Context: an optimization exercise on an open-source flow, tuned for small area, a short achievable clock period and few clock cycles per item. The choices shown serve that exercise and are no tape-out recipe.
Only simulation tests tie the RTL to the original design; equivalence was not proved.
Power is estimated from default activity; no workload was simulated.

--- config.mk ---
export PLATFORM = sky130hd
export DESIGN_NAME = fpadder
export DESIGN_NICKNAME = fpadder
export VERILOG_FILES = /design/flow/design.v
export SDC_FILE = /design/flow/constraint.sdc
export NUM_CORES = 4
export LEC_CHECK = 0
export CAP_MARGIN = 20
export CORE_MARGIN = 2
export CORE_UTILIZATION = 40
export SLEW_MARGIN = 20
--- constraint.sdc ---
create_clock -name core_clock -period 20.0 [get_ports {clock}]
set_input_delay 4.0000 -clock core_clock [delete_from_list [all_inputs] [get_ports {clock}]]
set_output_delay 4.0000 -clock core_clock [all_outputs]
set_load 0.01 [all_outputs]
--- design.v ---
module fpadder (output logic [31:0] sum, output logic ready,
                input logic [31:0] a, input logic clock, nreset);
    logic [1:0] state;
    always_ff @(posedge clock, negedge nreset)
        if (!nreset) state <= 2'b00;
        else         state <= {state[1] ^ state[0], state[1] | ~state[0]};
    assign ready = state[1] & state[0];
    logic load;
    assign load = state[1] & ~state[0];
    logic [31:0] n;
    always_ff @(posedge clock) n <= a;
    logic [7:0]  em, en;
    logic [22:0] fm, fn;
    logic        sm, sn;
    assign {sm, em, fm} = a;
    assign {sn, en, fn} = n;
    logic nan_m, nan_n, inf_m, inf_n, sg, ege, flip;
    logic [8:0]  dmn;
    logic [7:0]  dnm, d;
    logic [23:0] bg, sml, shifted;
    logic [24:0] s1;
    logic [25:0] sum26;
    logic        nan1, inf1, sign1;
    logic [7:0]  exp1;
    always_comb begin
        nan_m = (em == 8'hff) & (fm != 0);
        nan_n = (en == 8'hff) & (fn != 0);
        inf_m = (em == 8'hff) & (fm == 0);
        inf_n = (en == 8'hff) & (fn == 0);
        sg    = (sm == sn);
        dmn   = {1'b0, em} - {1'b0, en};
        dnm   = en - em;
        ege   = ~dmn[8];
        d     = ege ? dmn[7:0] : dnm;
        bg    = ege ? {1'b1, fm} : {1'b1, fn};
        sml   = ege ? {1'b1, fn} : {1'b1, fm};
        shifted = (d[7:5] != 0) ? 24'b0 : (sml >> d[4:0]);
        flip  = ~sg & (em == en) & (fm < fn);
        sum26 = {({1'b0, bg} ^ {25{flip}}), 1'b1} + {({1'b0, shifted} ^ {25{~sg & ~flip}}), ~sg};
        s1    = sum26[25:1];
        exp1  = ege ? em : en;
        sign1 = (ege & ~flip) ? sm : sn;
        nan1  = nan_m | nan_n;
        inf1  = (inf_m | inf_n) & ~(inf_m & inf_n & ~sg);
    end
    logic [24:0] s;
    logic [7:0]  e;
    logic        sgn, nan, inf;
    always_ff @(posedge clock)
        if (load) begin
            s   <= s1;
            e   <= exp1;
            sgn <= sign1;
            nan <= nan1;
            inf <= inf1;
        end
    logic [4:0]  lz;
    logic [24:0] norm;
    logic [31:0] x0, x1, x2, x3, x4, x5;
    logic [7:0]  eo;
    logic        zero, ovf;
    always_comb begin
        x0 = {s, 7'b0};
        lz[4] = (x0[31:16] == 0); x1 = lz[4] ? {x0[15:0], 16'b0} : x0;
        lz[3] = (x1[31:24] == 0); x2 = lz[3] ? {x1[23:0], 8'b0} : x1;
        lz[2] = (x2[31:28] == 0); x3 = lz[2] ? {x2[27:0], 4'b0} : x2;
        lz[1] = (x3[31:30] == 0); x4 = lz[1] ? {x3[29:0], 2'b0} : x3;
        lz[0] = (x4[31] == 0);    x5 = lz[0] ? {x4[30:0], 1'b0} : x4;
        norm = x5[31:7];
        eo   = e + 8'd1 - {3'b0, lz};
        zero = (s == 0) | (s[24] & (e == 8'h00) & (s[22:0] == 0));
        ovf  = s[24] & (e == 8'hfe);
        if (nan)             sum = 32'h7fffffff;
        else if (inf | ovf)  sum = {sgn, 8'hff, 23'h0};
        else if (zero)       sum = 32'h0;
        else                 sum = {sgn, eo, norm[23:1]};
    end
endmodule
--- flow/run.sh ---
#!/bin/bash
# Standard ORFS flow, with repair_timing asked to leave a setup margin so
# that it shortens the critical path well below the clock period.
set -uo pipefail
bash standard.sh SETUP_SLACK_MARGIN=14 finish > standard.log 2>&1
--- standard.sh ---
#!/bin/bash
# synth_recipe.tcl (not shown) runs the flow's synth.tcl, then flattens the netlist and writes it again
# the make line also repeats each setting of config.mk as NAME=value (left out here)
make -C /OpenROAD-flow-scripts/flow DESIGN_CONFIG=/design/flow/config.mk WORK_HOME=/design/flow/orfs CLKGATE_MAP_FILE= SYNTH_SCRIPT=/design/flow/synth_recipe.tcl "${@:-finish}"
==> results of run 1 <==
cell families (layout without fill, tap and decap cells):
group           count (synthesis)  in the layout  share of synthesized area
fa+ha+maj                      81             81                      0.125
simple gates                  256            257                      0.149
mux                           100            100                      0.155
buf+inv                       112            306                     0.0590
compound gates                273            273                      0.215
xor+xnor                       81             81                     0.0858
flops                          70             70                      0.212
routing by layer:
layer	routed length, microns	track usage	vias up	share of wire
li1	-	-	3971	-
met3	1280	0.0276	102	0.045
met1	11600	0.304	3996	0.41
met5	0	0	-	0
met4	1270	0.103	0	0.045
met2	13900	0.425	342	0.50
area by class of cell:
class / instances / area share
clock buffer: 10 / 0.0189
tap: 270 / 0.0278
timing repair buffer: 223 / 0.186
clock inverter: 6 / 0.00917
sequential: 70 / 0.146
inverter: 67 / 0.0230
multi-input combinational: 792 / 0.589
flip-flops by register name, indices dropped and copies added, names as in the netlist:
register,flops
s,25
e,8
sgn,1
state,2
inf,1
nan,1
n,32
metrics by stage:
step | hold slack, ns | cells | power [mW] | setup WS, ns
floorplan | 0.529 | 973 | 0.422 | 11.04
global placement | 0.549 | 1276 | 0.489 | 9.48
detailed placement | 0.555 | 1276 | 0.490 | 9.37
CTS | 0.564 | 1397 | 0.792 | 11.00
global route | 0.580 | 1438 | 0.905 | 10.95
finish | 0.558 | 1438 | 0.864 | 11.08
placed cells by master (no fill, tap or decap), types with 20 or more instances in the layout:
cell type / instances
inv_1: 54
nor2_1: 65
a21oi_2: 21
a21o_1: 21
buf_2: 36
mux2i_1: 51
mux4_2: 23
edfxtp_1: 36
a21oi_1: 54
buf_4: 86
ha_1: 59
xor2_1: 27
dfxtp_1: 32
xnor2_1: 44
buf_6: 48
o21ai_0: 20
nand2_1: 74
what timing repair did:
item,4_1_cts,5_1_grt
hold endpoints to repair,0,0
setup buffers,92,39
pin swaps,88,79
cloned,13,2
setup endpoints to repair,64,59
resized for setup,327,116
worst max path at each step:
stage	start	endpoint	slack [ns]	cells after the start
global placement	a[23]	s[23]	9.48	24
floorplan	a[23]	s[23]	11.04	22
global route	a[23]	s[22]	10.95	27
CTS	a[23]	s[23]	11.00	24
finish	a[23]	s[23]	11.08	26
detailed placement	a[23]	s[23]	9.37	24
worst max-delay path: stages:
cell and delay, ns:
buf_12 0.10, inv_12 0.03, ha_4 0.15, fa_2 0.34, nand3b_1 0.22, a21oi_4 0.22, or2_4 0.19, buf_12 0.14
o31ai_4 0.06, xor2_2 0.24, buf_4 0.16, buf_12 0.12, mux2i_2 0.27, o22ai_2 0.14, a211oi_4 0.25, xor2_2 0.12
fa_2 0.43, a211oi_2 0.23, o21bai_2 0.11, a2111oi_4 0.34, nor2_2 0.08, a31oi_2 0.24, a21oi_2 0.10, a211o_1 0.31
a311oi_2 0.30, xnor2_1 0.09
cell usage after synthesis (all sizes together) (6+ instances only):
| master | count | area, sq um |
|---|---|---|
| a211oi | 13 | 113 |
| a21o | 21 | 158 |
| a21oi | 86 | 434 |
| a221o | 8 | 80.1 |
| a31oi | 8 | 50.1 |
| and3 | 6 | 42.5 |
| buf | 29 | 181 |
| clkbuf | 16 | 60.1 |
| dfxtp | 32 | 641 |
| edfxtp | 36 | 1080 |
| ha | 77 | 963 |
| inv | 66 | 248 |
| mux2i | 73 | 731 |
| mux4 | 23 | 518 |
| nand2 | 75 | 282 |
| nand3 | 14 | 70.1 |
| nand4 | 13 | 81.3 |
| nor2 | 73 | 279 |
| nor2b | 7 | 43.8 |
| nor3 | 18 | 95.1 |
| nor4 | 19 | 131 |
| o211ai | 12 | 90.1 |
| o21a | 7 | 52.6 |
| o21ai | 49 | 257 |
| o21bai | 20 | 150 |
| o31ai | 10 | 80.1 |
| or4 | 7 | 56.3 |
| xnor2 | 49 | 429 |
| xor2 | 32 | 288 |
report_power, final:
| group | internal [mW] | switching [mW] |
|---|---|---|
| sequential | 0.166 | 0.00409 |
| combinational | 0.253 | 0.256 |
| clock | 0.122 | 0.0643 |
| total | 0.540 | 0.324 |
==> flow_metrics.tcl, run 1 <==
set metrics [dict create \
    tritoncts "yes" \
    dr.pass1.iters 6 \
    crit_path_max_fanout 6 \
    regToRegSetupSlack_ns 14.47 \
    area_growth_pct 45.3 \
    hpwl_mm 18.1 \
    grt_pass1_vias 8108 \
    gp_congestion 0.921 \
    setup_viol 0 \
    fill_cells 1683 \
    slew_viol_final 0 \
    min_path_type "reg -> reg" \
    fmax_ghz 0.112 \
    yosysSeqAreaShare 0.212 \
    vias 8411 \
    first_iter_violations 733 \
    die_w_microns 149 \
    crit_type "in -> reg" \
    min_period_ns 8.92 \
    multi_input_area_sq_um 7160 \
    place_area_sq_um 9540 \
    grt_pass1_wl_mm 42.7 \
    route.detailed.drc 0 \
    dieArea_sq_um 22100 \
    holdBufCountCts 0 \
    yosysUniqueCellTypes 75 \
    grt_max_degree 37 \
    synth_edf_count 36 \
    tightest_slew_ns 0.739 \
    timing.final.crit_share 0.446 \
    synth.net_count 1088 \
    cp.arrival_ns 9.01 \
    final_hold_viol_count 0 \
    core_region_area_sq_um 20400 \
    synth-async-reset-ratio 0.0286 \
    leakagePower_nw 4.99 \
    ant_nets 0 \
    status "no timing/DRC/antenna violations" \
    final_util 0.596 \
    port-buffer-count 66 \
    holdCritStartpoint "state[1]" \
    peakVddDrop_uv 39.4 \
    clock_skew_ns 0.0114 \
    clockRootBuffer "clkbuf_16" \
    clkSinkCount 70 \
    synthCells 973 \
    clock_latency_ns 0.35 \
    synth_flop_cell "edfxtp_1" \
    maxCapViolCount 0 \
    via_per_inst 5.85 \
    path_clk_slew_ns 0.05 \
    die_height_microns 149 \
    ios 67 \
    hold_end "state[1]" \
    worstPathRequired_ns 20.09 \
    power.density_nw_per_um2 71.2 \
    htree_levels 3 \
    initial_core_util 0.410 \
    postSynthAreaPerCell_sq_um 8.59 \
    regToRegEndpoint "s[23]" \
    cp-start-kind "primary input" \
    reg2reg_depth 24 \
    wl_per_cell_microns 19.5 \
    yosys_register_bits 70 \
    drive_gt1_frac 0.356 \
    antenna_found_initial 0 \
    syn_area_sq_um 8360 \
    nets 1278 \
    r2r-start "n[23]" \
    grt.total_usage 0.243 \
    diodes 0 \
    grt_setup_unrepaired "true" \
    finalSetupTns_ns 0 \
    endpoint_kind "register" \
    holdPathStages 2 \
    rows 52 \
    overflow 0 \
    slew_headroom 0.507 \
    clock_path_buffers 2 \
    final_area_sq_um 12100 \
    ys_warn_count 1 \
    register_area_sq_um 1770 \
    routed_wl_mm 28.1 \
    tritoncts.num_buffers 9 \
]
Testbench counts, summed over its fixed seeds: cycles 9,600, items 3,200.
==> inputs of run 2 (changes only) <==
==> flow/run.sh (replaced) <==
#!/bin/bash
# Standard ORFS flow, with repair_timing asked to leave a setup margin so
# that it shortens the critical path well below the clock period.
set -uo pipefail
bash standard.sh SETUP_SLACK_MARGIN=12 finish > standard.log 2>&1
==> flow_metrics.tcl, run 2 <==
set metrics [dict create \
    status "no timing/DRC/antenna violations" \
    slew_viol_final 0 \
    first_iter_violations 578 \
    synth.net_count 1088 \
    holdBufCountCts 0 \
    maxCapViolCount 0 \
    dieArea_sq_um 22100 \
    clockRootBuffer "clkbuf_16" \
    vias 8201 \
    top_register "n" \
    synth.most_common_cell "a21oi_1" \
    hpwl_mm 18.1 \
    worstPathRequired_ns 20.09 \
    finalSetupTns_ns 0 \
    clock_skew_ns 0.0118 \
    timing.final.crit_share 0.456 \
    final_hold_viol_count 0 \
    overflow 0 \
    critical_path.most_common_cell "buf_4" \
    die_height_microns 149 \
    r2r-start "n[23]" \
    reg2reg_depth 25 \
    grt_max_degree 37 \
    clock_latency_ns 0.36 \
    crit_type "in -> reg" \
    cp.arrival_ns 9.21 \
    rows 52 \
    layout_common_cells "buf_4, nand2_1, ha_1, nor2_1, a21oi_1" \
    drive_gt1_frac 0.323 \
    tritoncts.num_buffers 9 \
    final_common_cell "buf_4" \
    postSynthAreaPerCell_sq_um 8.59 \
    slew_headroom 0.445 \
    worst-path-buf-inv 6 \
    syn_area_sq_um 8360 \
    cp-start-kind "primary input" \
    antenna_found_initial 0 \
    regToRegSetupSlack_ns 14.26 \
    yosys_register_bits 70 \
    final_area_sq_um 11800 \
    diodes 0 \
    gp_congestion 0.945 \
    die_w_microns 149 \
    yosysSeqAreaShare 0.212 \
    critPathSlowestCell "a2111oi_4" \
    dr.pass1.iters 5 \
    leakagePower_nw 4.84 \
    slowest_delay_ns 0.37 \
    area_growth_pct 40.7 \
    ant_nets 0 \
    place_area_sq_um 9400 \
    ios 67 \
    grt.total_usage 0.241 \
    hold_end "state[1]" \
    synth_area_leaders "edfxtp_1, ha_1, mux2i_1" \
    tightest_slew_ns 0.827 \
    min_path_type "reg -> reg" \
    crit_path_max_fanout 7 \
    port-buffer-count 66 \
    endpoint_kind "register" \
    setup_viol 0 \
    synth_commonest_cells "a21oi_1, ha_1, nand2_1" \
    regToRegEndpoint "s[23]" \
    final_util 0.578 \
    fmax_ghz 0.110 \
    wl_per_cell_microns 19.0 \
    power.density_nw_per_um2 68.6 \
    grt_pass1_wl_mm 42.2 \
    synthCells 973 \
    cp_top_family "compound AO/OA/AOI/OAI gates" \
    via_per_inst 5.79 \
    ys_warn_count 1 \
    min_period_ns 9.12 \
    yosysUniqueCellTypes 75 \
    initial_core_util 0.410 \
    clock_path_buffers 2 \
    grt_pass1_vias 7955 \
    top_regs "n (32), s (25), e (8)" \
    clkSinkCount 70 \
    peakVddDrop_uv 36.3 \
    holdCritStartpoint "state[1]" \
    htree_levels 3 \
    synth_top_area_share 0.129 \
    route.detailed.drc 0 \
    synth_flop_cell "edfxtp_1" \
    path_clk_slew_ns 0.05 \
    routed_wl_mm 26.9 \
    synth_edf_count 36 \
    grt_setup_unrepaired "true" \
    largest_reg_flops 32 \
    synth_largest_area_cell "edfxtp_1" \
    nets 1256 \
    synth-async-reset-ratio 0.0286 \
    holdPathStages 2 \
    tritoncts "yes" \
    core_region_area_sq_um 20400 \
]
==> run 2: cell counts after synthesis <==
No cell type changed its count.
==> run 2: stage by stage <==
stage / total power, mW / cells / setup slack, ns / hold slack, ns
CTS: 0.754 / 1382 / 10.93 / 0.564
detailed placement: 0.485 / 1276 / 9.36 / 0.556
global placement: 0.486 / 1276 / 9.49 / 0.550
floorplan: 0.418 / 973 / 11.04 / 0.529
finish: 0.807 / 1416 / 10.88 / 0.558
global route: 0.848 / 1416 / 10.71 / 0.595
==> run 2: report_power, final <==
part | switching [mW] | internal, mW | leakage [nW]
Clock | 0.0634 | 0.121 | 0.167
Sequential | 0.00409 | 0.166 | 0.613
Combinational | 0.233 | 0.220 | 4.06
==> run 2: logic make-up (layout without fill, tap and decap cells) <==
kind of cell	count (synthesis)	after routing	share of synthesized area
AO/OA/AOI/OAI	273	273	0.215
AND/OR/NAND/NOR	256	257	0.149
buffers and inverters	112	284	0.0590
multiplexers	100	100	0.155
adder cells (fa/ha/maj)	81	81	0.125
XOR/XNOR	81	81	0.0858
flip-flops	70	70	0.212
==> run 2: how the worst max path moves through the flow <==
stage	start	end	slack, ns	depth (start not counted)
after floorplan	a[23]	s[23]	11.04	22
after global placement	a[23]	s[23]	9.49	24
after detailed placement	a[23]	s[23]	9.36	24
after CTS	a[23]	s[23]	10.93	24
after global routing	a[23]	s[23]	10.71	27
final	a[23]	s[23]	10.88	27
==> run 2: tightest hold or removal path, cell delays in order (launching register included) <==
cell and delay, ns:
dfrtp_1 0.37, ha_1 0.13, inv_1 0.03
==> run 2: timing repair <==
action	CTS	global route
pin swaps	70	60
resized for setup	245	121
endpoints found under the setup margin	56	52
buffers inserted	78	34
gates cloned	12	0
==> run 2: final cells by class <==
type	instances	area [sq um]
timing repair buffer	201	1970
clock buffer	9	225
clock inverter	7	113
tap	270	338
sequential	70	1770
multi-input combinational	792	7080
inverter	67	267
fill	1750	8600
==> run 2: per-layer routing <==
| metal | wire, microns | part of all wire | global-route usage |
|---|---|---|---|
| met3 | 1270 | 0.047 | 0.0353 |
| met1 | 11000 | 0.41 | 0.290 |
| met5 | 0 | 0 | 0 |
| met2 | 13300 | 0.49 | 0.415 |
| met4 | 1340 | 0.050 | 0.130 |
==> inputs of run 3 (changes only) <==
==> flow/run.sh (replaced) <==
#!/bin/bash
# Standard ORFS flow, with repair_timing asked to leave a setup margin so
# that it shortens the critical path well below the clock period.
set -uo pipefail
bash standard.sh SETUP_SLACK_MARGIN=11 finish > standard.log 2>&1
--- a/config.mk
+++ b/config.mk
@@ -5,6 +5,7 @@
 export SDC_FILE = /design/flow/constraint.sdc
 export NUM_CORES = 4
 export LEC_CHECK = 0
+export ABC_AREA = 1
 export CAP_MARGIN = 20
 export CORE_MARGIN = 2
 export CORE_UTILIZATION = 40
==> flow_metrics.tcl, run 3 <==
set metrics [dict create \
    hpwl_mm 19.6 \
    clock_path_buffers 2 \
    worstPathRequired_ns 20.08 \
    via_per_inst 5.37 \
    crit_path_max_fanout 29 \
    synth_edf_count 36 \
    maxCapViolCount 0 \
    cp.arrival_ns 8.82 \
    min_path_type "reg -> reg" \
    whs_ns 0.563 \
    gp_congestion 0.942 \
    register_area_sq_um 1770 \
    synthCells 1366 \
    ant_nets 0 \
    path_clk_slew_ns 0.06 \
    share_comb_of_total_power 0.500 \
    holdBufCountCts 0 \
    power.density_nw_per_um2 62.0 \
    hold_end "state[1]" \
    final_common_cell "nand2_1" \
    clkSinkCount 70 \
    die_w_microns 152 \
    final_cells 1711 \
    place_inst 1655 \
    worst_slack_ns 11.27 \
    status "no timing/DRC/antenna violations" \
    ios 67 \
    synth_largest_area_cell "nand2_1" \
    largest_reg_flops 32 \
    drive_gt1_frac 0.0922 \
    fmax_ghz 0.114 \
    grt_max_degree 58 \
    crit_type "in -> reg" \
    port-buffer-count 66 \
    ys_warn_count 1 \
    layout_common_cells "nand2_1, nand3_1, inv_1, o21ai_0, ha_1" \
    fill_cells 2279 \
    p_switching_mw 0.276 \
    synth.most_common_cell "nand2_1" \
    yosys_register_bits 70 \
    endpoint_kind "register" \
    final_hold_viol_count 0 \
    grt_setup_unrepaired "false" \
    synth_flop_cell "edfxtp_1" \
    die_height_microns 152 \
    grt.total_usage 0.219 \
    holdCritStartpoint "state[1]" \
    synth_commonest_cells "nand2_1, nand3_1, inv_1" \
    multi_input_area_sq_um 6450 \
    seq_power_share 0.258 \
    grt_pass1_wl_mm 42.5 \
    antenna_found_initial 0 \
    area_growth_pct 18.7 \
    vias 9188 \
    diodes 0 \
    tritoncts "yes" \
    first_iter_violations 585 \
    slew_viol_final 0 \
    postSynthAreaPerCell_sq_um 6.45 \
    cp-start-kind "primary input" \
    syn_area_sq_um 8810 \
    holdPathStages 2 \
    setup_viol 0 \
    overflow 0 \
    tightest_slew_ns 0.676 \
    dr.pass1.iters 5 \
    pwr-share-clk 0.242 \
    core_region_area_sq_um 21800 \
    top_register "n" \
    synth_area_leaders "nand2_1, edfxtp_1, nand3_1" \
    yosysUniqueCellTypes 53 \
    leakagePower_nw 4.75 \
    reg2reg_depth 26 \
    initial_core_util 0.405 \
    route.detailed.drc 0 \
    clockRootBuffer "clkbuf_16" \
    place_area_sq_um 9520 \
    regToRegSetupSlack_ns 15.24 \
    finalSetupTns_ns 0 \
    r2r-start "n[23]" \
    regToRegEndpoint "s[22]" \
    synth-async-reset-ratio 0.0286 \
    yosysSeqAreaShare 0.201 \
    wl_per_cell_microns 15.2 \
    rows 54 \
    sw_frac_of_total 0.426 \
    min_period_ns 8.73 \
    internal_power_mw 0.372 \
    final_area_sq_um 10500 \
    synth_top_area_share 0.168 \
    peakVddDrop_uv 53.0 \
    top_regs "n (32), s (25), e (8)" \
    clock_latency_ns 0.35 \
    timing.final.crit_share 0.437 \
    routed_wl_mm 26.0 \
    slew_headroom 0.549 \
    dieArea_sq_um 23200 \
    htree_levels 3 \
    clock_skew_ns 0.0161 \
    final_util 0.481 \
    total_power_mw 0.648 \
    tritoncts.num_buffers 9 \
    grt_pass1_vias 8673 \
    post-place-ws_ns 9.41 \
    nets 1541 \
    synth.net_count 1481 \
]
run 3: changes by cell type in the layout (fill, tap and decap cells not counted), moves of 23 or more:
| cell | change |
|---|---|
| mux4_2 | -23 |
| xor2_1 | +35 |
| o21ai_0 | +65 |
| inv_1 | +71 |
| nand3_1 | +184 |
| buf_4 | -61 |
| buf_2 | -25 |
| nand2_1 | +317 |
| clkdlybuf4s50_1 | +44 |
| mux2i_1 | -42 |
| xnor2_1 | -33 |
run 3: layout make-up:
cell class / instances / area share
well taps: 280 / 0.0335
multi-input cells: 1101 / 0.617
clock buffers: 9 / 0.0215
flip-flops and latches: 70 / 0.169
clock inverters: 7 / 0.00515
inverters: 138 / 0.0522
repair buffers: 105 / 0.101
repair inverters: 1 / 0.000718
run 3: timing repair:
item	4_1_cts	5_1_grt
setup buffers	18	13
setup endpoints to repair	27	14
endpoints found under the hold margin	0	0
resized for setup	39	40
gates cloned	6	3
pin swaps	9	11
run 3: worst max path at each step:
stage	startpoint	depth (start not counted)	slack, ns	endpoint
2_1_floorplan	a[23]	29	11.65	s[23]
5_1_grt	a[25]	29	10.98	s[22]
3_3_place_gp	a[23]	26	9.48	s[23]
6_report	a[23]	28	11.27	s[22]
4_1_cts	a[23]	28	10.98	s[23]
3_5_place_dp	a[23]	26	9.41	s[23]
run 3: layer usage:
layer  track usage  routed length (microns)  vias up
li1              -                        -     4716
met4        0.0688                      630        0
met1         0.280                    11600     4185
met2         0.382                    12700      244
met3        0.0287                     1100       43
met5             0                        0        -
run 3: cell families after synthesis:
family                   synth area share
AND/OR/NAND/NOR                     0.365
AO/OA/AOI/OAI                       0.138
buffers and inverters              0.0983
adder cells (fa/ha/maj)             0.118
XOR/XNOR                           0.0744
flip-flops                          0.201
multiplexers                      0.00454
run 3: critical path, stage by stage:
cell             delay (ns)
clkdlybuf4s50_1        0.56
inv_1                  0.07
ha_1                   0.23
fa_2                   0.38
o21ai_2                0.17
nand2_1                0.10
nand2_4                0.16
buf_12                 0.19
o21ai_2                0.09
buf_12                 0.16
inv_8                  0.13
nand2_1                0.09
a21boi_0               0.16
nor2_1                 0.23
nand2_1                0.10
a21oi_1                0.19
nand2_1                0.08
nand2_1                0.06
nand2_1                0.06
ha_1                   0.33
a21oi_1                0.19
o21ai_0                0.10
o21bai_4               0.20
a21oi_2                0.21
o21bai_2               0.11
a21oi_2                0.19
o21ai_1                0.09
xor2_1                 0.16
run 3: power groups by stage:
| stage | clock network [mW] | logic [mW] | registers, mW |
|---|---|---|---|
| 2_1_floorplan | 0 | 0.217 | 0.169 |
| 3_3_place_gp | 0 | 0.281 | 0.170 |
| 3_5_place_dp | 0 | 0.281 | 0.170 |
| 4_1_cts | 0.160 | 0.302 | 0.167 |
| 5_1_grt | 0.167 | 0.363 | 0.168 |
| 6_report | 0.157 | 0.324 | 0.167 |
==> inputs of run 4 (changes only) <==
==> flow/run.sh (replaced) <==
#!/bin/bash
# Standard ORFS flow (the standard.sh) with two changes to how the layout
# is made: repair_timing is asked to leave a setup margin, so that it shortens
# the critical path well below the clock period, and the port buffers use a
# plain buffer cell instead of the delay cell buffer_ports picks by default.
set -uo pipefail
bash standard.sh SETUP_SLACK_MARGIN=10 "BUFFER_PORTS_ARGS=-buffer_cell sky130_fd_sc_hd__buf_2" finish > standard.log 2>&1
==> flow_metrics.tcl, run 4 <==
set metrics [dict create \
    status "no timing/DRC/antenna violations" \
    leakagePower_nw 4.48 \
    synth_top_area_share 0.168 \
    clockRootBuffer "clkbuf_16" \
    tightest_slew_ns 0.833 \
    tritoncts.num_buffers 9 \
    synth_largest_area_cell "nand2_1" \
    synth_xor_area_frac 0.0744 \
    first_iter_violations 624 \
    synth.most_common_cell "nand2_1" \
    overflow 0 \
    antenna_found_initial 0 \
    largest_reg_flops 32 \
    vias 8865 \
    ys_warn_count 1 \
    tritoncts "yes" \
    synth_edf_count 36 \
    yosysUniqueCellTypes 53 \
    cp.arrival_ns 9.51 \
    worst-path-buf-inv 5 \
    synthCells 1366 \
    final_area_sq_um 9540 \
    synth-compound-area-share 0.138 \
    slew_headroom 0.443 \
    slew_viol_final 0 \
    wl_met2_mm 11.4 \
    final_common_cell "nand2_1" \
    top_register "n" \
    drive_gt1_frac 0.0948 \
    slowest_delay_ns 0.46 \
    ios 67 \
    dr.pass1.iters 7 \
    core_region_area_sq_um 21800 \
    r2r-start "n[23]" \
    power.density_nw_per_um2 64.9 \
    synthMuxAreaShare 0.00454 \
    clkSinkCount 70 \
    diodes 0 \
    clock_latency_ns 0.36 \
    final_hold_viol_count 0 \
    layout_common_cells "nand2_1, nand3_1, inv_1, o21ai_0, ha_1" \
    crit_path_max_fanout 116 \
    clock_skew_ns 0.0168 \
    maxCapViolCount 0 \
    wl_per_cell_microns 14.7 \
    clock_path_buffers 2 \
    rows 54 \
    syn_area_sq_um 8810 \
    holdBufCountCts 0 \
    path_clk_slew_ns 0.07 \
    synth_area_leaders "nand2_1, edfxtp_1, nand3_1" \
    worstPathRequired_ns 20.09 \
    synth.net_count 1481 \
    crit_end "s[23]" \
    via_per_inst 5.30 \
    place_inst 1656 \
    port-buffer-count 66 \
    final_cells 1673 \
    grt_max_degree 117 \
    die_w_microns 152 \
    dr_wl_met3_microns 880 \
    peakVddDrop_uv 46.3 \
    dieArea_sq_um 23200 \
    ant_nets 0 \
    synth-async-reset-ratio 0.0286 \
    crit_type "in -> reg" \
    grt_pass1_wl_mm 41.3 \
    initial_core_util 0.405 \
    regToRegEndpoint "s[23]" \
    min_period_ns 9.42 \
    grt_setup_unrepaired "true" \
    timing.final.crit_share 0.471 \
    critical_path.most_common_cell "nand2_1" \
    postSynthAreaPerCell_sq_um 6.45 \
    gp_congestion 0.933 \
    grt_pass1_vias 8403 \
    nets 1503 \
    synth_top_family_by_area "simple AND/OR/NAND/NOR gates" \
    synth_commonest_cells "nand2_1, nand3_1, inv_1" \
    synth-simple-area-share 0.365 \
    die_height_microns 152 \
    min_path_type "reg -> reg" \
    hpwl_mm 19.7 \
    yosys_register_bits 70 \
    cp_top_family "compound AO/OA/AOI/OAI gates" \
    route.detailed.drc 0 \
    yosysSeqAreaShare 0.201 \
    regToRegSetupSlack_ns 14.09 \
    top_regs "n (32), s (25), e (8)" \
    fill_cells 2355 \
    synthAdderAreaFrac 0.118 \
    cp.depth 27 \
    cp-start-kind "primary input" \
    htree_levels 3 \
    post_cts_buffers 0 \
    area_growth_pct 8.22 \
    wl_met1_mm 11.7 \
    setup_viol 0 \
    routed_wl_mm 24.5 \
    cp-startpoint "a[23]" \
    total_power_mw 0.619 \
    fmax_ghz 0.106 \
    critPathSlowestCell "fa_1" \
    top_layer_used "met4" \
    place_area_sq_um 9200 \
    endpoint_kind "register" \
    grt.total_usage 0.213 \
    reg2reg_depth 25 \
    finalSetupTns_ns 0 \
    synth_flop_cell "edfxtp_1" \
]
-- run 4: cell counts after synthesis --
No cell type changed its count.
-- run 4: stage by stage --
step	util	hold WS (ns)	setup WS [ns]
after global routing	0.438	0.623	9.97
after floorplan	-	0.529	11.65
after detailed placement	0.423	0.562	9.58
after CTS	0.437	0.573	10.14
after global placement	0.423	0.554	9.79
final	0.438	0.563	10.58
-- run 4: worst min-delay path by stage --
stage | cells after the start | slack (ns) | from | end
floorplan | 2 | 0.53 | state[1] | state[1]
global placement | 2 | 0.55 | state[1] | state[1]
detailed placement | 2 | 0.56 | state[1] | state[1]
CTS | 2 | 0.57 | state[1] | state[1]
global route | 2 | 0.62 | state[1] | state[1]
finish | 2 | 0.56 | state[1] | state[1]
-- run 4: kinds of logic (layout without fill, tap and decap cells) --
logic type | after synthesis | in the layout
adder cells (fa/ha/maj) | 81 | 81
AO/OA/AOI/OAI | 217 | 217
buffers and inverters | 201 | 228
flip-flops | 70 | 70
multiplexers | 4 | 4
XOR/XNOR | 74 | 74
AND/OR/NAND/NOR | 719 | 719
-- run 4: worst min-delay path, cell delays in order (launching register included) --
cell,delay [ns]
dfrtp_1,0.37
ha_1,0.13
inv_1,0.03
-- run 4: repair_timing --
action	CTS	global route
gates resized for setup	1	8
pin swaps	0	0
cloned	0	1
endpoints found under the setup margin	2	11
-- run 4: cell type report --
type	count	area, sq um	area share
clock buffers	9	225	0.0236
clock inverters	7	72.6	0.00761
inverters	138	526	0.0551
multi-input cells	1095	6190	0.649
flip-flops and latches	70	1770	0.186
well taps	280	350	0.0367
repair buffers	73	395	0.0415
repair inverters	1	5.00	0.000525
-- run 4: report_power, final --
group	switching (mW)	leakage (nW)	internal, mW
sequential	0.00283	0.613	0.164
combinational	0.188	3.72	0.0979
clock	0.0771	0.144	0.0882
-- run 4: per-layer routing --
metal  vias up  GRT usage
met4         0     0.0705
met2       193      0.363
met3        31     0.0182
li1       4632          -
met1      4009      0.285
met5         -          0
==> inputs of run 5 (changes only) <==
==> flow/run.sh (replaced) <==
#!/bin/bash
# Standard ORFS flow (the standard.sh) with two changes to how the layout
# is made: repair_timing is asked to leave a setup margin, so that it shortens
# the critical path well below the clock period, and the port buffers use a
# plain buffer cell instead of the delay cell buffer_ports picks by default.
set -uo pipefail
bash standard.sh SETUP_SLACK_MARGIN=10 "BUFFER_PORTS_ARGS=-buffer_cell sky130_fd_sc_hd__buf_1" finish > standard.log 2>&1
==> flow_metrics.tcl, run 5 <==
set metrics [dict create \
    status "no timing/DRC/antenna violations" \
    place_inst 1656 \
    clock_path_buffers 2 \
    htree_levels 3 \
    ys_warn_count 1 \
    pwr-share-clk 0.264 \
    clkSinkCount 70 \
    gp_congestion 0.942 \
    power.density_nw_per_um2 65.8 \
    grt_pass1_wl_mm 41.5 \
    clock_skew_ns 0.0138 \
    holdBufCountCts 0 \
    synth_commonest_cells "nand2_1, nand3_1, inv_1" \
    overflow 0 \
    antenna_found_initial 0 \
    hpwl_mm 20.0 \
    crit_path_max_fanout 116 \
    fmax_ghz 0.106 \
    vias 8890 \
    cp.arrival_ns 9.55 \
    dieArea_sq_um 23200 \
    maxCapViolCount 0 \
    tightest_slew_ns 0.857 \
    synth_top_area_share 0.168 \
    endpoint_kind "register" \
    timing.final.crit_share 0.473 \
    layout_common_cells "nand2_1, nand3_1, inv_1, o21ai_0, ha_1" \
    reg2reg_depth 22 \
    grt_setup_unrepaired "false" \
    final_cells 1677 \
    multi_input_area_sq_um 6200 \
    route.detailed.drc 0 \
    clockRootBuffer "clkbuf_16" \
    share_comb_of_total_power 0.468 \
    tritoncts.num_buffers 9 \
    slew_viol_final 0 \
    via_per_inst 5.30 \
    p_switching_mw 0.271 \
    wl_per_cell_microns 14.9 \
    yosysUniqueCellTypes 53 \
    synth_largest_area_cell "nand2_1" \
    routed_wl_mm 25.0 \
    grt_pass1_vias 8322 \
    yosys_register_bits 70 \
    final_area_sq_um 9510 \
    nets 1507 \
    synth-async-reset-ratio 0.0286 \
    worstPathRequired_ns 20.09 \
    synth_area_leaders "nand2_1, edfxtp_1, nand3_1" \
    grt_max_degree 117 \
    dr.pass1.iters 7 \
    postSynthAreaPerCell_sq_um 6.45 \
    clock_latency_ns 0.35 \
    register_area_sq_um 1770 \
    min_period_ns 9.46 \
    cp-start-kind "primary input" \
    die_w_microns 152 \
    setup_viol 0 \
    min_path_type "reg -> reg" \
    largest_reg_flops 32 \
    synth.most_common_cell "nand2_1" \
    grt.total_usage 0.216 \
    area_growth_pct 7.87 \
    sw_frac_of_total 0.433 \
    final_hold_viol_count 0 \
    final_common_cell "nand2_1" \
    peakVddDrop_uv 37.4 \
    diodes 0 \
    path_clk_slew_ns 0.07 \
    synth_edf_count 36 \
    ant_nets 0 \
    core_region_area_sq_um 21800 \
    place_area_sq_um 9110 \
    first_iter_violations 678 \
    tritoncts "yes" \
    seq_power_share 0.267 \
    synth_flop_cell "edfxtp_1" \
    crit_type "in -> reg" \
    drive_gt1_frac 0.0508 \
    holdPathStages 2 \
    die_height_microns 152 \
    initial_core_util 0.405 \
    port-buffer-count 66 \
    ios 67 \
    internal_power_mw 0.354 \
    synthCells 1366 \
    finalSetupTns_ns 0 \
    top_regs "n (32), s (25), e (8)" \
    yosysSeqAreaShare 0.201 \
    leakagePower_nw 4.37 \
    syn_area_sq_um 8810 \
    fill_cells 2379 \
    rows 54 \
    top_register "n" \
    slew_headroom 0.427 \
    synth.net_count 1481 \
]
-- run 5: cell families after synthesis --
logic type,synth area share
AO/OA/AOI/OAI,0.138
adder cells (fa/ha/maj),0.118
XOR/XNOR,0.0744
multiplexers,0.00454
buffers and inverters,0.0983
AND/OR/NAND/NOR,0.365
flip-flops,0.201
-- run 5: cell type report --
class	instances	share of cell area
Sequential cell	70	0.186
Timing Repair inverter	1	0.000527
Timing Repair Buffer	77	0.0374
Clock inverter	7	0.00777
Clock buffer	9	0.0237
Tap cell	280	0.0369
Multi-Input combinational cell	1095	0.652
Inverter	138	0.0553
-- run 5: critical path, cell delays in order --
cell	delay, ns
buf_1	0.18
inv_1	0.07
ha_1	0.24
fa_1	0.44
o21ai_1	0.21
nand2_1	0.09
nand2_2	0.10
buf_12	0.33
nand2_1	0.10
o21ai_1	0.11
xor2_1	0.19
nand4_1	0.50
nor2_2	0.58
nand3_1	0.18
xor2_1	0.18
ha_1	0.39
a21oi_1	0.20
o21ai_0	0.13
a21oi_1	0.14
a21boi_1	0.30
o21ai_0	0.17
a21boi_0	0.40
o21bai_1	0.13
xor2_1	0.16
-- run 5: repair_timing --
item | 4_1_cts | 5_1_grt
endpoints found under the setup margin | 6 | 8
buffers inserted | 0 | 4
gates cloned | 0 | 1
gates resized for setup | 4 | 8
-- run 5: per-stage QoR --
stage	setup slack, ns	power (mW)	utilization	hold WS [ns]
after floorplan	11.65	0.386	-	0.529
after global placement	9.40	0.447	0.419	0.553
after detailed placement	9.22	0.449	0.419	0.563
after CTS	10.04	0.618	0.434	0.574
after global routing	10.06	0.671	0.437	0.615
final	10.54	0.625	0.437	0.584
-- run 5: worst paths after layout --
path / from / end / slack [ns]
max: a[23] / s[21] / 10.54
min: state[1] / state[1] / 0.58
max reg2reg: n[23] / s[21] / 14.14
min reg2reg: state[1] / state[1] / 0.58
max in group asynchronous: nreset / state[1] / 16.46
min in group asynchronous: nreset / state[0] / 3.42
-- run 5: power by group through the flow --
| stage | clock network [mW] | logic (mW) | registers (mW) |
|---|---|---|---|
| after floorplan | 0 | 0.217 | 0.169 |
| after global placement | 0 | 0.277 | 0.170 |
| after detailed placement | 0 | 0.279 | 0.170 |
| after CTS | 0.169 | 0.282 | 0.167 |
| after global routing | 0.173 | 0.330 | 0.168 |
| final | 0.165 | 0.293 | 0.167 |
-- run 5: layer usage --
layer	vias up	GRT usage	routed length [microns]
li1	4640	-	-
met1	4029	0.281	11600
met2	192	0.381	12000
met3	29	0.0185	856
met4	0	0.0644	488
met5	-	0	0
==> inputs of run 6 (changes only) <==
==> flow/run.sh (replaced) <==
#!/bin/bash
# Standard ORFS flow (the standard.sh) with two changes to how the layout
# is made: repair_timing is asked to leave a setup margin, so that it shortens
# the critical path well below the clock period, and the port buffers use a
# plain buffer cell instead of the delay cell buffer_ports picks by default.
set -uo pipefail
bash standard.sh SETUP_SLACK_MARGIN=12 "BUFFER_PORTS_ARGS=-buffer_cell sky130_fd_sc_hd__buf_2" finish > standard.log 2>&1
==> flow_metrics.tcl, run 6 <==
set metrics [dict create \
    power.density_nw_per_um2 64.3 \
    synthCells 1366 \
    grt_setup_unrepaired "true" \
    wl_per_cell_microns 16.8 \
    endpoint_kind "output pin" \
    reg2reg_depth 24 \
    multi_input_area_sq_um 7370 \
    tritoncts "yes" \
    slowest_delay_ns 0.42 \
    yosysUniqueCellTypes 53 \
    htree_levels 3 \
    antenna_found_initial 0 \
    total_power_mw 0.766 \
    synthAdderAreaFrac 0.118 \
    ys_warn_count 1 \
    synth.most_common_cell "nand2_1" \
    slew_viol_final 0 \
    grt.busiest_layer "met2" \
    maxCapViolCount 0 \
    grt_pass1_vias 9460 \
    hold_end "state[1]" \
    status "no timing/DRC/antenna violations" \
    largest_reg_flops 32 \
    top_regs "n (32), s (25), e (8)" \
    path_clk_slew_ns 0.07 \
    synth_area_leaders "nand2_1, edfxtp_1, nand3_1" \
    register_area_sq_um 1770 \
    die_height_microns 152 \
    regToRegEndpoint "s[23]" \
    critPathSlowestCell "edfxtp_1" \
    final_hold_viol_count 0 \
    via_per_inst 5.55 \
    synth_largest_area_cell "nand2_1" \
    diodes 0 \
    peakVddDrop_uv 50.4 \
    grt_max_degree 59 \
    synth.net_count 1481 \
    clockRootBuffer "clkbuf_16" \
    fmax_ghz 0.121 \
    synth_edf_count 36 \
    core_region_area_sq_um 21800 \
    dr.pass1.iters 6 \
    route.detailed.drc 0 \
    min_period_ns 8.27 \
    synth_xor_area_frac 0.0744 \
    area_growth_pct 35.3 \
    synthMuxAreaShare 0.00454 \
    hpwl_mm 20.0 \
    clock_latency_ns 0.36 \
    gp_congestion 0.940 \
    overflow 0 \
    die_w_microns 152 \
    cp.arrival_ns 4.27 \
    yosysSeqAreaShare 0.201 \
    synth_commonest_cells "nand2_1, nand3_1, inv_1" \
    nets 1640 \
    met2_usage 0.437 \
    tritoncts.num_buffers 9 \
    layout_common_cells "nand2_1, nand3_1, inv_1, buf_4, o21ai_0" \
    finalSetupTns_ns 0 \
    top_register "n" \
    fill_cells 2077 \
    synth-simple-area-share 0.365 \
    clkSinkCount 70 \
    syn_area_sq_um 8810 \
    worstPathRequired_ns 16.00 \
    rows 54 \
    port-buffer-count 66 \
    r2r-start "n[28]" \
    tightest_slew_ns 0.691 \
    min_path_type "reg -> reg" \
    grt.total_usage 0.247 \
    synth-compound-area-share 0.138 \
    ios 67 \
    initial_core_util 0.405 \
    crit_type "reg -> out" \
    synth_top_family_by_area "simple AND/OR/NAND/NOR gates" \
    drive_gt1_frac 0.271 \
    slew_headroom 0.539 \
    dieArea_sq_um 23200 \
    holdPathStages 2 \
    holdCritStartpoint "state[1]" \
    first_iter_violations 875 \
    grt_use_met1 0.300 \
    timing.final.crit_share 0.413 \
    critical_path.most_common_cell "nand2_2" \
    leakagePower_nw 5.39 \
    synth_flop_cell "edfxtp_1" \
    grt_pass1_wl_mm 47.4 \
    synth_top_area_share 0.168 \
    crit_path_max_fanout 6 \
    synth-async-reset-ratio 0.0286 \
    vias 10000 \
    grt_util_met3 0.0316 \
    routed_wl_mm 30.4 \
    ant_nets 0 \
    clock_skew_ns 0.0174 \
    clock_path_buffers 2 \
    cp-start-kind "register" \
    postSynthAreaPerCell_sq_um 6.45 \
    regToRegSetupSlack_ns 15.40 \
    setup_viol 0 \
    final_common_cell "nand2_1" \
    yosys_register_bits 70 \
]
[run 6: layer usage]
metal  vias to the layer above  share of wire  wire, microns
met2                       386           0.49          15000
met4                         0          0.047           1430
met5                         -              0              0
met3                       114          0.050           1530
li1                       4918              -              -
met1                      4630           0.41          12500
[run 6: logic make-up (layout without fill, tap and decap cells)]
logic type	after synthesis	count (layout)
compound gates	217	217
mux	4	4
flops	70	70
simple gates	719	735
xor+xnor	74	74
buf+inv	201	349
fa+ha+maj	81	81
[run 6: per-stage QoR]
stage / hold WS [ns] / cell area (sq um) / utilization / worst slack, ns / instances
3_5_place_dp: 0.556 / 9220 / 0.424 / 9.80 / 1654
4_1_cts: 0.565 / 10800 / 0.497 / 11.78 / 1754
5_1_grt: 0.604 / 11900 / 0.548 / 11.47 / 1810
3_3_place_gp: 0.552 / 9220 / 0.424 / 9.99 / 1654
2_1_floorplan: 0.529 / 8850 / - / 12.00 / 1366
6_report: 0.561 / 11900 / 0.548 / 11.73 / 1810
[run 6: critical path, delay by kind of cell, from the launching register on]
kind | cells | cell delay (ns)
xor gates and xnor gates | 1 | 0.13
AOI/OAI and AO/OA | 3 | 0.25
buffers and inverters | 7 | 0.74
DFF | 1 | 0.42
adders and majority gates | 3 | 0.74
and+or+nand+nor | 15 | 1.63
[run 6: worst max-delay path by stage]
stage                         end   from  slack, ns
after detailed placement    s[23]  a[28]       9.80
after global placement      s[23]  a[28]       9.99
after CTS                 sum[30]  s[11]      11.78
after floorplan             s[23]  a[23]      12.00
after global routing      sum[30]  s[22]      11.47
final                     sum[30]  s[11]      11.73
[run 6: layout make-up]
type / instances / share of cell area
tap: 280 / 0.0294
sequential: 70 / 0.149
clock buffer: 9 / 0.0189
timing repair buffer: 191 / 0.129
clock inverter: 7 / 0.00619
timing repair inverter: 4 / 0.00189
multi-input combinational: 1111 / 0.618
inverter: 138 / 0.0483
[run 6: power by group]
part | switching (mW) | total (mW) | leakage [nW] | internal, mW
Clock | 0.0791 | 0.168 | 0.148 | 0.0887
Sequential | 0.00305 | 0.167 | 0.613 | 0.164
Combinational | 0.253 | 0.431 | 4.63 | 0.178
Total | 0.335 | 0.766 | 5.39 | 0.431
[run 6: timing repair]
| item | CTS | global route |
|---|---|---|
| pin swaps | 56 | 85 |
| resized for setup | 128 | 143 |
| buffers inserted | 66 | 51 |
| setup endpoints to repair | 56 | 22 |
| cloned | 18 | 5 |
| hold buffers | 0 | 0 |
==> inputs of run 7 (changes only) <==
==> flow/run.sh (replaced) <==
#!/bin/bash
# Standard ORFS flow (the standard.sh) with two changes to how the layout
# is made: repair_timing is asked to leave a setup margin, so that it shortens
# the critical path well below the clock period, and the port buffers use a
# plain buffer cell instead of the delay cell buffer_ports picks by default.
set -uo pipefail
bash standard.sh SETUP_SLACK_MARGIN=11 "BUFFER_PORTS_ARGS=-buffer_cell sky130_fd_sc_hd__buf_2" finish > standard.log 2>&1
--- a/config.mk
+++ b/config.mk
@@ -8,5 +8,5 @@
 export ABC_AREA = 1
 export CAP_MARGIN = 20
 export CORE_MARGIN = 2
-export CORE_UTILIZATION = 40
+export CORE_UTILIZATION = 50
 export SLEW_MARGIN = 20
==> flow_metrics.tcl, run 7 <==
set metrics [dict create \
    slew_headroom 0.537 \
    synth.most_common_cell "nand2_1" \
    first_iter_violations 652 \
    clockRootBuffer "clkbuf_16" \
    top_register "n" \
    rows 48 \
    worstPathRequired_ns 16.00 \
    synth_xor_area_frac 0.0744 \
    drive_gt1_frac 0.116 \
    total_power_mw 0.625 \
    top_layer_used "met4" \
    ant_nets 0 \
    synth.net_count 1481 \
    ys_warn_count 1 \
    peakVddDrop_uv 42.0 \
    endpoint_kind "output pin" \
    dieArea_sq_um 18700 \
    synthCells 1366 \
    critPathSlowestCell "edfxtp_1" \
    core_region_area_sq_um 17200 \
    cp.arrival_ns 4.65 \
    slew_viol_final 0 \
    grt_pass1_wl_mm 40.8 \
    yosysSeqAreaShare 0.201 \
    synth-simple-area-share 0.365 \
    synth-async-reset-ratio 0.0286 \
    grt_pass1_vias 8295 \
    area_growth_pct 10.5 \
    die_height_microns 137 \
    postSynthAreaPerCell_sq_um 6.45 \
    via_per_inst 5.57 \
    dr_wl_met3_microns 940 \
    antenna_found_initial 0 \
    min_period_ns 8.65 \
    layout_common_cells "nand2_1, nand3_1, inv_1, o21ai_0, ha_1" \
    synth_area_leaders "nand2_1, edfxtp_1, nand3_1" \
    synth_largest_area_cell "nand2_1" \
    setup_viol 0 \
    synth_top_area_share 0.168 \
    largest_reg_flops 32 \
    path_clk_slew_ns 0.07 \
    gp_congestion 0.950 \
    crit_type "reg -> out" \
    status "no timing/DRC/antenna violations" \
    dr.pass1.iters 5 \
    routed_wl_mm 25.7 \
    grt_setup_unrepaired "true" \
    ios 67 \
    synth_flop_cell "edfxtp_1" \
    final_common_cell "nand2_1" \
    synth_edf_count 36 \
    timing.final.crit_share 0.433 \
    clock_path_buffers 2 \
    htree_levels 3 \
    tritoncts.num_buffers 9 \
    wl_met1_mm 11.3 \
    clkSinkCount 70 \
    synth_commonest_cells "nand2_1, nand3_1, inv_1" \
    die_w_microns 137 \
    port-buffer-count 66 \
    synthMuxAreaShare 0.00454 \
    syn_area_sq_um 8810 \
    slowest_delay_ns 0.43 \
    vias 9094 \
    synthAdderAreaFrac 0.118 \
    cp-start-kind "register" \
    route.detailed.drc 0 \
    leakagePower_nw 4.59 \
    yosys_register_bits 70 \
    clock_skew_ns 0.0163 \
    synth_top_family_by_area "simple AND/OR/NAND/NOR gates" \
    tritoncts "yes" \
    wl_per_cell_microns 15.7 \
    tightest_slew_ns 0.688 \
    hpwl_mm 19.8 \
    min_path_type "reg -> reg" \
    finalSetupTns_ns 0 \
    yosysUniqueCellTypes 53 \
    initial_core_util 0.511 \
    power.density_nw_per_um2 64.1 \
    wl_met2_mm 12.7 \
    grt_max_degree 59 \
    final_hold_viol_count 0 \
    top_regs "n (32), s (25), e (8)" \
    fmax_ghz 0.116 \
    grt.total_usage 0.276 \
    nets 1519 \
    maxCapViolCount 0 \
    diodes 0 \
    crit_path_max_fanout 21 \
    fill_cells 1812 \
    overflow 0 \
    clock_latency_ns 0.36 \
    synth-compound-area-share 0.138 \
]
## run 7: cells by family after synthesis
family	count (synthesis)
DFF	70
buffers and inverters	201
xor gates and xnor gates	74
and+or+nand+nor	719
AOI/OAI and AO/OA	217
muxes	4
adders and majority gates	81
## run 7: path summary, 6_finish.rpt
path                               start  slack (ns)        to  cells past startpoint
max in group asynchronous         nreset       16.49  state[1]                      1
worst max register to register     n[23]       14.93     s[23]                     26
worst min-delay path            state[1]        0.57  state[1]                      2
worst min register to register  state[1]        0.57  state[1]                      2
worst max-delay path                s[9]       11.35   sum[30]                     28
min in group asynchronous         nreset        3.41  state[0]                      1
## run 7: per-stage QoR
| stage | hold WS (ns) | setup slack (ns) | util | cells | cell area [sq um] |
|---|---|---|---|---|---|
| after floorplan | 0.529 | 11.65 | - | 1366 | 8810 |
| after global placement | 0.559 | 9.58 | 0.530 | 1601 | 9130 |
| after detailed placement | 0.567 | 9.38 | 0.530 | 1601 | 9130 |
| after CTS | 0.577 | 11.01 | 0.554 | 1625 | 9550 |
| after global routing | 0.609 | 11.00 | 0.565 | 1634 | 9740 |
| final | 0.565 | 11.35 | 0.565 | 1634 | 9740 |
## run 7: cell type report
| type | instances | area, sq um | area share |
|---|---|---|---|
| tap | 225 | 282 | 0.0289 |
| inverter | 138 | 541 | 0.0555 |
| sequential | 70 | 1770 | 0.182 |
| timing repair buffer | 84 | 514 | 0.0528 |
| clock buffer | 9 | 225 | 0.0231 |
| multi-input combinational | 1100 | 6340 | 0.651 |
| clock inverter | 7 | 61.3 | 0.00629 |
| timing repair inverter | 1 | 7.51 | 0.000771 |
## run 7: routing by layer
layer / vias to the layer above / GRT usage
li1: 4670 / -
met1: 4103 / 0.344
met4: 0 / 0.0926
met2: 272 / 0.495
met3: 49 / 0.0267
met5: - / 0
## run 7: where the power goes
group | switching [mW] | internal, mW | leakage (nW) | total [mW]
registers | 0.00293 | 0.164 | 0.613 | 0.167
logic | 0.193 | 0.107 | 3.83 | 0.299
clock network | 0.0717 | 0.0867 | 0.143 | 0.158
total | 0.267 | 0.357 | 4.59 | 0.625
## run 7: what timing repair did
| action | in CTS | in global routing |
|---|---|---|
| setup endpoints to repair | 26 | 14 |
| hold buffers | 0 | 0 |
| setup buffers | 4 | 6 |
| gates cloned | 4 | 3 |
| pin swaps | 2 | 5 |
| resized for setup | 16 | 33 |
## run 7: critical path, delay by kind of cell, from the launching register on
| kind | cells | cell delay [ns] |
|---|---|---|
| buffers and inverters | 4 | 0.38 |
| AOI/OAI and AO/OA | 3 | 0.32 |
| xor gates and xnor gates | 1 | 0.13 |
| adders and majority gates | 3 | 0.88 |
| DFF | 1 | 0.43 |
| and+or+nand+nor | 17 | 2.13 |
==> inputs of run 8 (changes only) <==
--- a/config.mk
+++ b/config.mk
@@ -5,7 +5,6 @@
 export SDC_FILE = /design/flow/constraint.sdc
 export NUM_CORES = 4
 export LEC_CHECK = 0
-export ABC_AREA = 1
 export CAP_MARGIN = 20
 export CORE_MARGIN = 2
 export CORE_UTILIZATION = 50
==> flow_metrics.tcl, run 8 <==
set metrics [dict create \
    status "no timing/DRC/antenna violations" \
    yosysUniqueCellTypes 75 \
    synth_largest_area_cell "edfxtp_1" \
    initial_core_util 0.508 \
    sw_frac_of_total 0.389 \
    gp_congestion 0.925 \
    dr_wl_met3_mm 1.09 \
    min_period_ns 9.12 \
    hpwl_mm 17.6 \
    synth.most_common_cell "a21oi_1" \
    fmax_ghz 0.110 \
    slew_viol_final 0 \
    final_hold_viol_count 0 \
    post-place-ws_ns 9.77 \
    final_area_sq_um 10400 \
    grt_setup_unrepaired "true" \
    synthCells 973 \
    power.density_nw_per_um2 69.9 \
    worstPathRequired_ns 20.09 \
    routed_wl_mm 24.7 \
    multi_input_area_sq_um 6540 \
    cp.arrival_ns 9.22 \
    dr.pass1.iters 7 \
    worst_slack_ns 10.88 \
    ys_warn_count 1 \
    holdCritStartpoint "state[1]" \
    cp-startpoint "a[23]" \
    grt_pass1_vias 7311 \
    final_common_cell "nand2_1" \
    grt_pass1_wl_mm 38.2 \
    top_register "n" \
    fill_cells 1446 \
    place_inst 1227 \
    cp-start-kind "primary input" \
    timing.final.crit_share 0.456 \
    holdBufCountCts 0 \
    slowest_delay_ns 0.53 \
    die_w_microns 133 \
    area_growth_pct 24.1 \
    synth-async-reset-ratio 0.0286 \
    synth_area_leaders "edfxtp_1, ha_1, mux2i_1" \
    ant_nets 0 \
    htree_levels 3 \
    setup_viol 0 \
    via_per_inst 6.02 \
    whs_ns 0.564 \
    clock_latency_ns 0.35 \
    min_path_type "reg -> reg" \
    tritoncts.num_buffers 9 \
    leakagePower_nw 4.37 \
    finalSetupTns_ns 0 \
    top_regs "n (32), s (25), e (8)" \
    clkSinkCount 70 \
    vias 7956 \
    r2r-start "n[23]" \
    final_cells 1321 \
    yosys_register_bits 70 \
    postSynthAreaPerCell_sq_um 8.59 \
    diodes 0 \
    top_layer_used "met4" \
    clock_skew_ns 0.0126 \
    synth_edf_count 36 \
    largest_reg_flops 32 \
    synth_commonest_cells "a21oi_1, ha_1, nand2_1" \
    rows 47 \
    tightest_slew_ns 0.974 \
    pwr-share-clk 0.200 \
    wl_met2_mm 12.2 \
    critPathSlowestCell "or4b_4" \
    cp_top_family "compound AO/OA/AOI/OAI gates" \
    slew_headroom 0.348 \
    clockRootBuffer "clkbuf_16" \
    overflow 0 \
    drive_gt1_frac 0.255 \
    total_power_mw 0.725 \
    dieArea_sq_um 17800 \
    crit_type "in -> reg" \
    synth.net_count 1088 \
    path_clk_slew_ns 0.05 \
    yosysSeqAreaShare 0.212 \
    maxCapViolCount 0 \
    peakVddDrop_uv 41.9 \
    endpoint_kind "register" \
    route.detailed.drc 0 \
    layout_common_cells "nand2_1, mux2i_1, a21oi_1, ha_1, nor2_1" \
    syn_area_sq_um 8360 \
    wl_per_cell_microns 18.7 \
    synth_flop_cell "edfxtp_1" \
    internal_power_mw 0.443 \
    die_height_microns 133 \
    tritoncts "yes" \
    nets 1211 \
    seq_power_share 0.234 \
    first_iter_violations 568 \
    ios 67 \
    final_util 0.630 \
    synth_top_area_share 0.129 \
    place_area_sq_um 8880 \
    grt_max_degree 37 \
    clock_path_buffers 2 \
    antenna_found_initial 0 \
    port-buffer-count 66 \
    grt.total_usage 0.269 \
    wl_met1_mm 10.5 \
    register_area_sq_um 1770 \
    share_comb_of_total_power 0.566 \
    p_switching_mw 0.282 \
    worst-path-buf-inv 4 \
    crit_path_max_fanout 5 \
    core_region_area_sq_um 16500 \
]
==> run 8: cell count changes after synthesis, moves of 37 or more <==
| cell | before | now |
|---|---|---|
| nand3_1 | 197 | 14 |
| xnor2_1 | 12 | 49 |
| mux2i_1 | 4 | 73 |
| o21ai_0 | 100 | 45 |
| inv_1 | 130 | 66 |
| nand2_1 | 394 | 75 |
==> run 8: tightest hold or removal path, stage by stage (launching register included) <==
cell and delay, ns:
dfrtp_1 0.37, ha_1 0.13, inv_1 0.03
==> run 8: final timing paths <==
| check | endpoint | slack [ns] | cells after the start |
|---|---|---|---|
| min in group asynchronous | state[1] | 3.43 | 1 |
| worst min-delay path | state[1] | 0.56 | 2 |
| max in group asynchronous | state[0] | 16.48 | 1 |
| worst min register to register | state[1] | 0.56 | 2 |
| worst max register to register | s[23] | 14.25 | 23 |
| worst max-delay path | s[23] | 10.88 | 25 |
==> run 8: final cells by class <==
class | instances | share of cell area
multi-input combinational | 793 | 0.631
clock buffer | 11 | 0.0234
inverter | 67 | 0.0247
sequential | 70 | 0.171
clock inverter | 5 | 0.00241
tap | 220 | 0.0265
timing repair buffer | 155 | 0.121
==> run 8: kinds of logic after synthesis <==
kind of cell,count (synthesis),share of synthesized area
adders and majority gates,81,0.125
muxes,100,0.155
xor gates and xnor gates,81,0.0858
DFF,70,0.212
buffers and inverters,112,0.0590
and+or+nand+nor,256,0.149
AOI/OAI and AO/OA,273,0.215
==> run 8: power groups by stage <==
stage                     combinational (mW)  clock [mW]  sequential, mW
after floorplan                        0.241           0           0.171
after global placement                 0.304           0           0.172
after detailed placement               0.304           0           0.172
after CTS                              0.353       0.147           0.170
after global routing                   0.443       0.152           0.170
final                                  0.410       0.145           0.170
==> run 8: layer usage <==
layer	vias up	track usage
li1	3848	-
met1	3763	0.340
met2	269	0.473
met3	76	0.0259
met4	0	0.110
met5	-	0
==> run 8: what timing repair did <==
action | 4_1_cts | 5_1_grt
setup buffers | 39 | 32
pin swaps | 31 | 54
endpoints found under the setup margin | 21 | 17
resized for setup | 62 | 57
endpoints found under the hold margin | 0 | 0
cloned | 3 | 4
==> inputs of run 9 (changes only) <==
--- a/config.mk
+++ b/config.mk
@@ -5,7 +5,8 @@
 export SDC_FILE = /design/flow/constraint.sdc
 export NUM_CORES = 4
 export LEC_CHECK = 0
+export ABC_AREA = 1
 export CAP_MARGIN = 20
 export CORE_MARGIN = 2
-export CORE_UTILIZATION = 50
+export CORE_UTILIZATION = 65
 export SLEW_MARGIN = 20
==> flow_metrics.tcl, run 9 <==
set metrics [dict create \
    status "no timing/DRC/antenna violations" \
    tritoncts "yes" \
    synthCells 1366 \
    diodes 0 \
    yosysSeqAreaShare 0.201 \
    power.density_nw_per_um2 65.9 \
    tritoncts.num_buffers 9 \
    antenna_found_initial 0 \
    clkSinkCount 70 \
    postSynthAreaPerCell_sq_um 6.45 \
    via_per_inst 5.87 \
    rows 42 \
    post-place-ws_ns 9.74 \
    setup_viol 0 \
    grt_setup_unrepaired "false" \
    finalSetupTns_ns 0 \
    holdBufCountCts 0 \
    synth_area_leaders "nand2_1, edfxtp_1, nand3_1" \
    yosys_register_bits 70 \
    crit_end "s[23]" \
    r2r-start "n[23]" \
    synth_top_area_share 0.168 \
    ant_nets 0 \
    share_comb_of_total_power 0.469 \
    yosysUniqueCellTypes 53 \
    die_w_microns 120 \
    worst_slack_ns 11.31 \
    vias 9306 \
    grt_pass1_wl_mm 39.8 \
    dieArea_sq_um 14500 \
    synth_top_family_by_area "simple AND/OR/NAND/NOR gates" \
    hpwl_mm 18.7 \
    regToRegSetupSlack_ns 14.82 \
    leakagePower_nw 4.58 \
    port-buffer-count 66 \
    largest_reg_flops 32 \
    ys_warn_count 1 \
    initial_core_util 0.665 \
    fill_cells 1190 \
    whs_ns 0.563 \
    clockRootBuffer "clkbuf_16" \
    clock_skew_ns 0.0128 \
    cp-start-kind "primary input" \
    cp-startpoint "a[23]" \
    overflow 0 \
    worstPathRequired_ns 20.11 \
    clock_latency_ns 0.36 \
    fmax_ghz 0.115 \
    slew_headroom 0.362 \
    routed_wl_mm 24.5 \
    seq_power_share 0.261 \
    final_hold_viol_count 0 \
    synth_xor_area_frac 0.0744 \
    grt_max_degree 117 \
    synth-async-reset-ratio 0.0286 \
    maxCapViolCount 0 \
    slew_viol_final 0 \
    die_height_microns 120 \
    gp_congestion 0.986 \
    final_common_cell "nand2_1" \
    crit_path_max_fanout 58 \
    peakVddDrop_uv 53.6 \
    area_growth_pct 10.0 \
    synthMuxAreaShare 0.00454 \
    sw_frac_of_total 0.418 \
    min_period_ns 8.69 \
    nets 1520 \
    synth_flop_cell "edfxtp_1" \
    synth_edf_count 36 \
    timing.final.crit_share 0.435 \
    syn_area_sq_um 8810 \
    core_region_area_sq_um 13200 \
    synth-simple-area-share 0.365 \
    first_iter_violations 940 \
    grt.total_usage 0.339 \
    synth-compound-area-share 0.138 \
    drive_gt1_frac 0.117 \
    synth_commonest_cells "nand2_1, nand3_1, inv_1" \
    internal_power_mw 0.372 \
    place_area_sq_um 9060 \
    synthAdderAreaFrac 0.118 \
    cp.arrival_ns 8.80 \
    wl_per_cell_microns 15.4 \
    final_area_sq_um 9700 \
    top_register "n" \
    path_clk_slew_ns 0.07 \
    synth.most_common_cell "nand2_1" \
    ios 67 \
    tightest_slew_ns 0.958 \
    min_path_type "reg -> reg" \
    route.detailed.drc 0 \
    crit_type "in -> reg" \
    synth.net_count 1481 \
    reg2reg_depth 19 \
    endpoint_kind "register" \
    grt_pass1_vias 8449 \
    dr.pass1.iters 6 \
    p_switching_mw 0.267 \
    regToRegEndpoint "s[23]" \
    pwr-share-clk 0.270 \
    layout_common_cells "nand2_1, nand3_1, inv_1, o21ai_0, ha_1" \
    clock_path_buffers 2 \
    synth_largest_area_cell "nand2_1" \
    top_regs "n (32), s (25), e (8)" \
    htree_levels 3 \
]
[run 9: changes by cell type after synthesis, sizes merged, moves of 18 or more]
cell / change
nand3: +184
xnor2: -37
mux2i: -69
o21ai: +65
a21o: -18
a21oi: -27
inv: +71
nand2: +335
xor2: +30
mux4: -23
[run 9: timing repair]
item | in CTS | in global routing
setup endpoints to repair | 22 | 17
pin swaps | 2 | 5
gates resized for setup | 12 | 34
buffers inserted | 6 | 7
cloned | 3 | 3
[run 9: cell type report]
| class | count | area, sq um | area share |
|---|---|---|---|
| Multi-Input combinational cell | 1099 | 6320 | 0.652 |
| Sequential cell | 70 | 1770 | 0.183 |
| Inverter | 138 | 534 | 0.0551 |
| Timing Repair Buffer | 86 | 526 | 0.0542 |
| Clock buffer | 9 | 225 | 0.0232 |
| Tap cell | 176 | 220 | 0.0227 |
| Clock inverter | 7 | 87.6 | 0.00903 |
| Timing Repair inverter | 1 | 7.51 | 0.000774 |
[run 9: worst min-delay path by stage]
| stage | start | end | slack [ns] | cells past startpoint |
|---|---|---|---|---|
| floorplan | state[1] | state[1] | 0.53 | 2 |
| global placement | state[1] | state[1] | 0.55 | 2 |
| detailed placement | state[1] | state[1] | 0.56 | 2 |
| CTS | state[1] | state[1] | 0.57 | 2 |
| global route | state[1] | state[1] | 0.61 | 2 |
| finish | state[1] | state[1] | 0.56 | 2 |
[run 9: power groups by stage]
| stage | sequential, mW | clock (mW) | combinational, mW |
|---|---|---|---|
| floorplan | 0.169 | 0 | 0.217 |
| global placement | 0.170 | 0 | 0.269 |
| detailed placement | 0.170 | 0 | 0.272 |
| CTS | 0.167 | 0.174 | 0.278 |
| global route | 0.167 | 0.180 | 0.337 |
| finish | 0.167 | 0.173 | 0.300 |
[run 9: worst max-delay path, cell delays in order]
cell and delay (ns):
buf_2 0.13, inv_1 0.05, ha_1 0.23, fa_1 0.45, o21ai_1 0.22, nand2_1 0.09
nand2_2 0.16, buf_16 0.25, inv_2 0.12, nand2_1 0.11, nand2_1 0.14, xor2_4 0.21
clkinv_2 0.31, nand3_1 0.23, a21oi_1 0.10, nand3_1 0.09, nand2_1 0.11, fa_1 0.41
nand3_1 0.09, nand2_1 0.10, a31oi_2 0.18, o21ai_1 0.13, a21boi_1 0.25, o21ai_1 0.14
a21boi_2 0.21, o211ai_1 0.12, xor2_1 0.15
[run 9: stage by stage]
stage               power [mW]   util  cells
global placement         0.439  0.684   1551
global route             0.684  0.732   1586
finish                   0.639  0.732   1586
CTS                      0.619  0.716   1576
floorplan                0.386      -   1366
detailed placement       0.443  0.684   1551
[run 9: per-layer routing]
layer  vias to the layer above  global-route usage  part of all wire
met3                        68              0.0382             0.049
met1                      4247               0.426              0.43
met4                         0               0.145             0.036
met5                         -                   0                 0
li1                       4669                   -                 -
met2                       322               0.589              0.49
[run 9: cells by family after synthesis]
| group | count (synthesis) |
|---|---|
| flip-flops | 70 |
| AND/OR/NAND/NOR | 719 |
| multiplexers | 4 |
| buffers and inverters | 201 |
| adder cells (fa/ha/maj) | 81 |
| AO/OA/AOI/OAI | 217 |
| XOR/XNOR | 74 |

what the ideal ports hide:
In the flow no input, the clock included, has a driving cell. The finished layouts below were timed again as built, in two steps.
Step 1 sets driving cells, clkbuf_16 on the clock port and buf_2 on the other inputs (assumed; they add their load-dependent delay and slew).
Step 2 times the ports against the registers' clock, not the clock port: input delays grow and output delays shrink by t, the midpoint of the rising clock arrivals with the driver on.
a / b / c = no drivers / after step 1 / after step 2; a / b = the first two.
run | t, ns | slack for setup (ns) | hold WS [ns] | slew at the worst register clock pin (ns) | cell pins on the clock port's net
run 1 | 0.393 | 11.079 / 11.061 / 10.668 | 0.558 / 0.558 / 0.558 | 0.06 / 0.06 | 1
run 2 | 0.397 | 10.885 / 10.869 / 10.472 | 0.558 / 0.558 / 0.558 | 0.06 / 0.06 | 1
run 3 | 0.390 | 11.266 / 11.286 / 10.898 | 0.563 / 0.563 / 0.563 | 0.07 / 0.07 | 1
run 4 | 0.396 | 10.582 / 10.595 / 10.208 | 0.563 / 0.563 / 0.563 | 0.07 / 0.07 | 1
run 5 | 0.393 | 10.540 / 10.559 / 10.166 | 0.584 / 0.584 / 0.584 | 0.07 / 0.07 | 1
run 6 | 0.402 | 11.733 / 11.687 / 11.636 | 0.561 / 0.561 / 0.561 | 0.08 / 0.08 | 1
run 7 | 0.394 | 11.348 / 11.302 / 11.029 | 0.565 / 0.565 / 0.565 | 0.07 / 0.07 | 1
run 8 | 0.389 | 10.877 / 10.859 / 10.470 | 0.564 / 0.564 / 0.564 | 0.06 / 0.06 | 1
run 9 | 0.396 | 11.305 / 11.327 / 10.931 | 0.563 / 0.563 / 0.563 | 0.07 / 0.07 | 1
After both steps every run listed still meets setup and hold. The setup slack of run 2, which loses most, moves by -0.016 ns with the drivers and by -0.413 ns with both steps.
